Context: an optimization exercise on an open-source flow, tuned for small area, a short achievable clock period and few clock cycles per item. The choices shown serve that exercise and are no tape-out recipe.
Function was checked by simulation only, so behaviour that the tests miss may differ from the original.

== lane 2 ==
## RC6encryption
module RC6encryption(
	input		wire			  	inClk,
	input		wire				inReset,
	input		wire				inKeyWr,
	input		wire				inDataWr,
	input 	wire 	[127:0] 	inData,
	input		wire	[255:0] 	inKey,
	output 	wire 	[127:0] 	outData,
	output	wire				outBusy
	);
Size in the first run: roughly 2000 flip-flops, ~86000 um^2 of cells after synthesis.
==> module RC6encryption, before the edit <==
module RC6encryption(
	input		wire			  	inClk,
	input		wire				inReset,
	input		wire				inKeyWr,
	input		wire				inDataWr,
	input 	wire 	[127:0] 	inData,
	input		wire	[255:0] 	inKey,
	output 	wire 	[127:0] 	outData,
	output	wire				outBusy
	);
localparam [31:0] P32 = 32'hB7E15163;
localparam [31:0] Q32 = 32'h9E3779B9;
function [31:0] bswap(input [31:0] x);
	bswap = {x[7:0], x[15:8], x[23:16], x[31:24]};
endfunction
function [31:0] rotl3(input [31:0] x);
	rotl3 = {x[28:0], x[31:29]};
endfunction
reg			busy;
reg	[7:0]	cnt;
reg			pass1n;		 
reg			loadD;		 
reg			stepY;		 
reg			pre;		 
reg			post;		 
reg			noTU;		 
reg			zS;			 
wire		last = (cnt == 8'd131);
wire	[7:0]	cntn = cnt + 8'd1;
wire		run = busy && !inReset && !last;	 
always @(posedge inClk) begin
	if (inReset)
		busy <= 1'b0;
	else if (!busy)
		busy <= inKeyWr & inDataWr;
	else if (last)
		busy <= 1'b0;
	cnt		<= run ? cntn : 8'd0;
	pass1n	<= run ? (cntn < 8'd43) : 1'b1;
	loadD	<= run && (cntn == 8'd1);
	stepY	<= run && (((cntn >= 8'd90) && !cntn[0]) || (cntn == 8'd131));
	pre		<= run && (cntn == 8'd90);
	post	<= run && (cntn == 8'd131);
	noTU	<= run && ((cntn == 8'd90) || (cntn == 8'd131));
	zS		<= run && ((cntn == 8'd88) || (cntn == 8'd129));
end
assign outBusy = busy;
reg	[31:0]	d0, d1, d2, d3;	 
reg	[31:0]	sr [0:42];	 
reg	[31:0]	lr [0:7];	 
reg	[31:0]	pc;			 
reg	[31:0]	SA;			 
reg	[31:0]	Br;			 
wire	[31:0]	x = SA;
wire	[31:0]	y = Br;
wire	[31:0]	L = lr[0];
wire	[28:0]	lo = x[28:0] + y[28:0];
wire			c29;
RC6keyReg #(.W(29)) _c29(.inA(x[28:0]), .inB(y[28:0]), .outCarry(c29));
wire	[2:0]		hi0 = x[31:29] + y[31:29];
wire	[2:0]		hi1 = hi0 + 3'd1;
wire	[3:0]		w = {1'b0, L[2:0]} + {1'b0, y[2:0]};
wire	[3:0]		wl0 = {1'b0, w[2:0]} + {1'b0, hi0};
wire	[3:0]		wl1 = {1'b0, w[2:0]} + {1'b0, hi1};
wire	[3:0]		wl;
RC6control #(.W(4)) _mwl(.inSel(c29), .inData0(wl0), .inData1(wl1), .outData(wl));
wire	[28:0]	b1 = L[31:3], b2 = y[31:3], b3 = x[28:0], b4 = y[28:0];
wire	[28:0]	bh = b1 ^ b2 ^ b3;
wire	[28:0]	bk = {((b1[27:0] & b2[27:0]) | (b1[27:0] & b3[27:0]) | (b2[27:0] & b3[27:0])), w[3]};
wire	[28:0]	bu = bh ^ bk ^ b4;
wire	[28:0]	bv = {((bh[27:0] & bk[27:0]) | (bh[27:0] & b4[27:0]) | (bk[27:0] & b4[27:0])), 1'b0};
wire	[28:0]	bs0, bs1;
RC6keyExpansion #(.W(29)) _addB(.inA(bu), .inB(bv), .outSum0(bs0), .outSum1(bs1));
wire	[28:0]	bs;
RC6control #(.W(29)) _mbs(.inSel(wl[3]), .inData0(bs0), .inData1(bs1), .outData(bs));
wire	[31:0]	s2 = {bs, wl[2:0]};
wire	[4:0]		rk0 = {lo[1:0], hi0} + y[4:0];
wire	[4:0]		rk1 = {lo[1:0], hi1} + y[4:0];
wire	[4:0]		rk;
RC6control #(.W(5)) _mrk(.inSel(c29), .inData0(rk0), .inData1(rk1), .outData(rk));
wire	[31:0]	Bn;
RC6dynamicRotFun _rotB(.inRotValue(rk), .inData(s2), .outData(Bn));
wire	[31:0]	Snext = pass1n ? pc : (post ? d2 : sr[0]);
wire	[3:0]		ql0 = {1'b0, Snext[2:0]} + {1'b0, hi0};
wire	[3:0]		ql1 = {1'b0, Snext[2:0]} + {1'b0, hi1};
wire	[3:0]		ql;
RC6control #(.W(4)) _mql(.inSel(c29), .inData0(ql0), .inData1(ql1), .outData(ql));
wire	[28:0]	q1 = Snext[31:3], q2 = x[28:0], q3 = y[28:0];
wire	[28:0]	qh = q1 ^ q2 ^ q3;
wire	[28:0]	qk = {((q1[27:0] & q2[27:0]) | (q1[27:0] & q3[27:0]) | (q2[27:0] & q3[27:0])), 1'b0};
wire	[28:0]	qs0, qs1;
RC6keyExpansion #(.W(29)) _addA(.inA(qh), .inB(qk), .outSum0(qs0), .outSum1(qs1));
wire	[28:0]	qs;
RC6control #(.W(29)) _mqs(.inSel(ql[3]), .inData0(qs0), .inData1(qs1), .outData(qs));
wire	[31:0]	SAn = {qs, ql[2:0]};
wire	[31:0]	An = {lo[28:0], c29 ? hi1 : hi0};
integer n;
always @(posedge inClk) begin
	for (n = 0; n < 42; n = n + 1)
		sr[n] <= sr[n + 1];
	sr[42] <= busy ? An : inData[127:96];
	if (!busy) begin
		sr[41] <= inData[95:64];
		sr[40] <= inData[63:32];
		sr[39] <= inData[31:0];
	end
	for (n = 0; n < 7; n = n + 1)
		lr[n] <= busy ? lr[n + 1] : bswap(inKey[255 - 32 * n -: 32]);
	lr[7] <= busy ? Bn : bswap(inKey[31:0]);
	pc <= busy ? pc + Q32 : P32 + Q32;
	SA <= busy ? SAn : P32;
	Br <= busy ? Bn : 32'd0;
end
reg	[31:0]	d1s, d3s;			 
reg	[31:0]	T, U;
wire	[31:0]	ft, fu;
RC6round _fB(.inData(d1s), .outData(ft));
RC6round _fD(.inData(d3s), .outData(fu));
wire	[31:0]	K0 = noTU ? sr[42] : sr[41];
wire	[31:0]	K2 = pre ? sr[41] : sr[42];
wire	[31:0]	r0, r2;
RC6dynamicRotFun _rot0(.inRotValue(U[4:0]), .inData(d0 ^ T), .outData(r0));
RC6dynamicRotFun _rot2(.inRotValue(T[4:0]), .inData(d2 ^ U), .outData(r2));
wire	[31:0]	a0 = r0 + K0;
wire	[31:0]	a2 = r2 + K2;
always @(posedge inClk) begin
	T <= ft;
	U <= fu;
	d1s <= zS ? 32'd0 : a2;
	d3s <= zS ? 32'd0 : a0;
	if (loadD) begin
		d0 <= sr[38];
		d1 <= sr[41];
		d2 <= sr[40];
		d3 <= sr[39];
	end else if (stepY) begin
		d0 <= d1;
		d1 <= post ? SAn : a2;
		d2 <= d3;
		d3 <= a0;
	end
end
assign outData = {bswap(d3), bswap(d0), bswap(d1), bswap(d2)};
endmodule
clock: 20.0 ns
lec_check: 0
cap_margin: 30
core_margin: 2
core_utilization: 55
cts_cluster_diameter: 60
cts_cluster_size: 25
slew_margin: 30
synth_hierarchical: 1
standard.sh (not shown) runs the stock make flow with config.mk's settings and CLKGATE_MAP_FILE= SYNTH_SCRIPT=/design/flow/synth_recipe.tcl, a recipe that flattens the netlist after the stock synthesis.
==> flow/flow/run.sh <==
#!/bin/bash
# The standard ORFS layout (the standard.sh: unchanged synthesis and steps)
# with two knobs the settings list does not offer:
#  - the port buffers that every input and output gets are buf_2 cells.
set -euo pipefail
bash standard.sh SETUP_SLACK_MARGIN=14.45 "BUFFER_PORTS_ARGS=-buffer_cell sky130_fd_sc_hd__buf_2" finish > standard.log 2>&1
Testbench counts of lane 2, summed over its fixed seeds: cycles 42,560, items 320.
Input changes introduced in lane 4 (baseline for comparison: lane 2):
--- a/flow/design.v
+++ b/flow/design.v
@@ -551,31 +551,30 @@
 function [31:0] rotl3(input [31:0] x);
 	rotl3 = {x[28:0], x[31:29]};
 endfunction
 reg			busy;
 reg	[7:0]	cnt;
 reg			pass1n;		 
-reg			loadD;		 
 reg			stepY;		 
 reg			pre;		 
 reg			post;		 
 reg			noTU;		 
 reg			zS;			 
 wire		last = (cnt == 8'd131);
 wire	[7:0]	cntn = cnt + 8'd1;
 wire		run = busy && !inReset && !last;	 
+wire		start = !busy && inKeyWr && inDataWr && !inReset;
 always @(posedge inClk) begin
 	if (inReset)
 		busy <= 1'b0;
 	else if (!busy)
 		busy <= inKeyWr & inDataWr;
 	else if (last)
 		busy <= 1'b0;
 	cnt		<= run ? cntn : 8'd0;
 	pass1n	<= run ? (cntn < 8'd43) : 1'b1;
-	loadD	<= run && (cntn == 8'd1);
 	stepY	<= run && (((cntn >= 8'd90) && !cntn[0]) || (cntn == 8'd131));
 	pre		<= run && (cntn == 8'd90);
 	post	<= run && (cntn == 8'd131);
 	noTU	<= run && ((cntn == 8'd90) || (cntn == 8'd131));
 	zS		<= run && ((cntn == 8'd88) || (cntn == 8'd129));
 end
@@ -630,18 +629,13 @@
 wire	[31:0]	SAn = {qs, ql[2:0]};
 wire	[31:0]	An = {lo[28:0], c29 ? hi1 : hi0};
 integer n;
 always @(posedge inClk) begin
 	for (n = 0; n < 42; n = n + 1)
 		sr[n] <= sr[n + 1];
-	sr[42] <= busy ? An : inData[127:96];
-	if (!busy) begin
-		sr[41] <= inData[95:64];
-		sr[40] <= inData[63:32];
-		sr[39] <= inData[31:0];
-	end
+	sr[42] <= An;
 	for (n = 0; n < 7; n = n + 1)
 		lr[n] <= busy ? lr[n + 1] : bswap(inKey[255 - 32 * n -: 32]);
 	lr[7] <= busy ? Bn : bswap(inKey[31:0]);
 	pc <= busy ? pc + Q32 : P32 + Q32;
 	SA <= busy ? SAn : P32;
 	Br <= busy ? Bn : 32'd0;
@@ -660,17 +654,17 @@
 wire	[31:0]	a2 = r2 + K2;
 always @(posedge inClk) begin
 	T <= ft;
 	U <= fu;
 	d1s <= zS ? 32'd0 : a2;
 	d3s <= zS ? 32'd0 : a0;
-	if (loadD) begin
-		d0 <= sr[38];
-		d1 <= sr[41];
-		d2 <= sr[40];
-		d3 <= sr[39];
+	if (start) begin
+		d0 <= inData[31:0];
+		d1 <= inData[127:96];
+		d2 <= inData[95:64];
+		d3 <= inData[63:32];
 	end else if (stepY) begin
 		d0 <= d1;
 		d1 <= post ? SAn : a2;
 		d2 <= d3;
 		d3 <= a0;
 	end
==> comparison <==
- On HPWL reported at the end of detailed placement, lane 4 does better than lane 2.
- [lane 4 vs lane 2] fraction of standard cell area that is sequential: higher in lane 4
- Worst reg-to-reg path cell count: lane 4 > lane 2
- Summary — count of cells resized by post-cts repair, lane 4 relative to lane 2: lower, by 36.
- Detail-routed net length per standard cell (lane 4 / lane 2): 0.833
- Diff lane 2 -> lane 4 | first-pass GRT wire length | decrease of about 14%
Testbench counts of lane 4, summed over its fixed seeds: cycles 42,560, items 320.

[what the ideal ports hide]
The results above use ideal ports. As a check the final layouts listed here were re-extracted and re-timed, cells and wires unchanged. Step 1 sets driving cells, clkbuf_16 on the clock port and buf_2 on the other inputs (assumed; they add their load-dependent delay and slew). Step 2 times the ports against the registers' clock, not the clock port: input delays grow and output delays shrink by t, the midpoint of the rising clock arrivals with the driver on. Three values: no drivers, after step 1, after step 2; two values: the first two.
run	t (ns)	slack for setup (ns)	worst hold slack (ns)
lane 2	0.887	14.380 / 14.290 / 14.453	0.310 / 0.310 / 0.310
lane 4	0.844	14.436 / 14.353 / 13.742	0.243 / 0.243 / 0.243
After both steps setup and hold are still met in every run listed. For lane 4, which loses most, drivers alone change the setup slack by -0.083 ns; drivers and shift together by -0.694 ns.
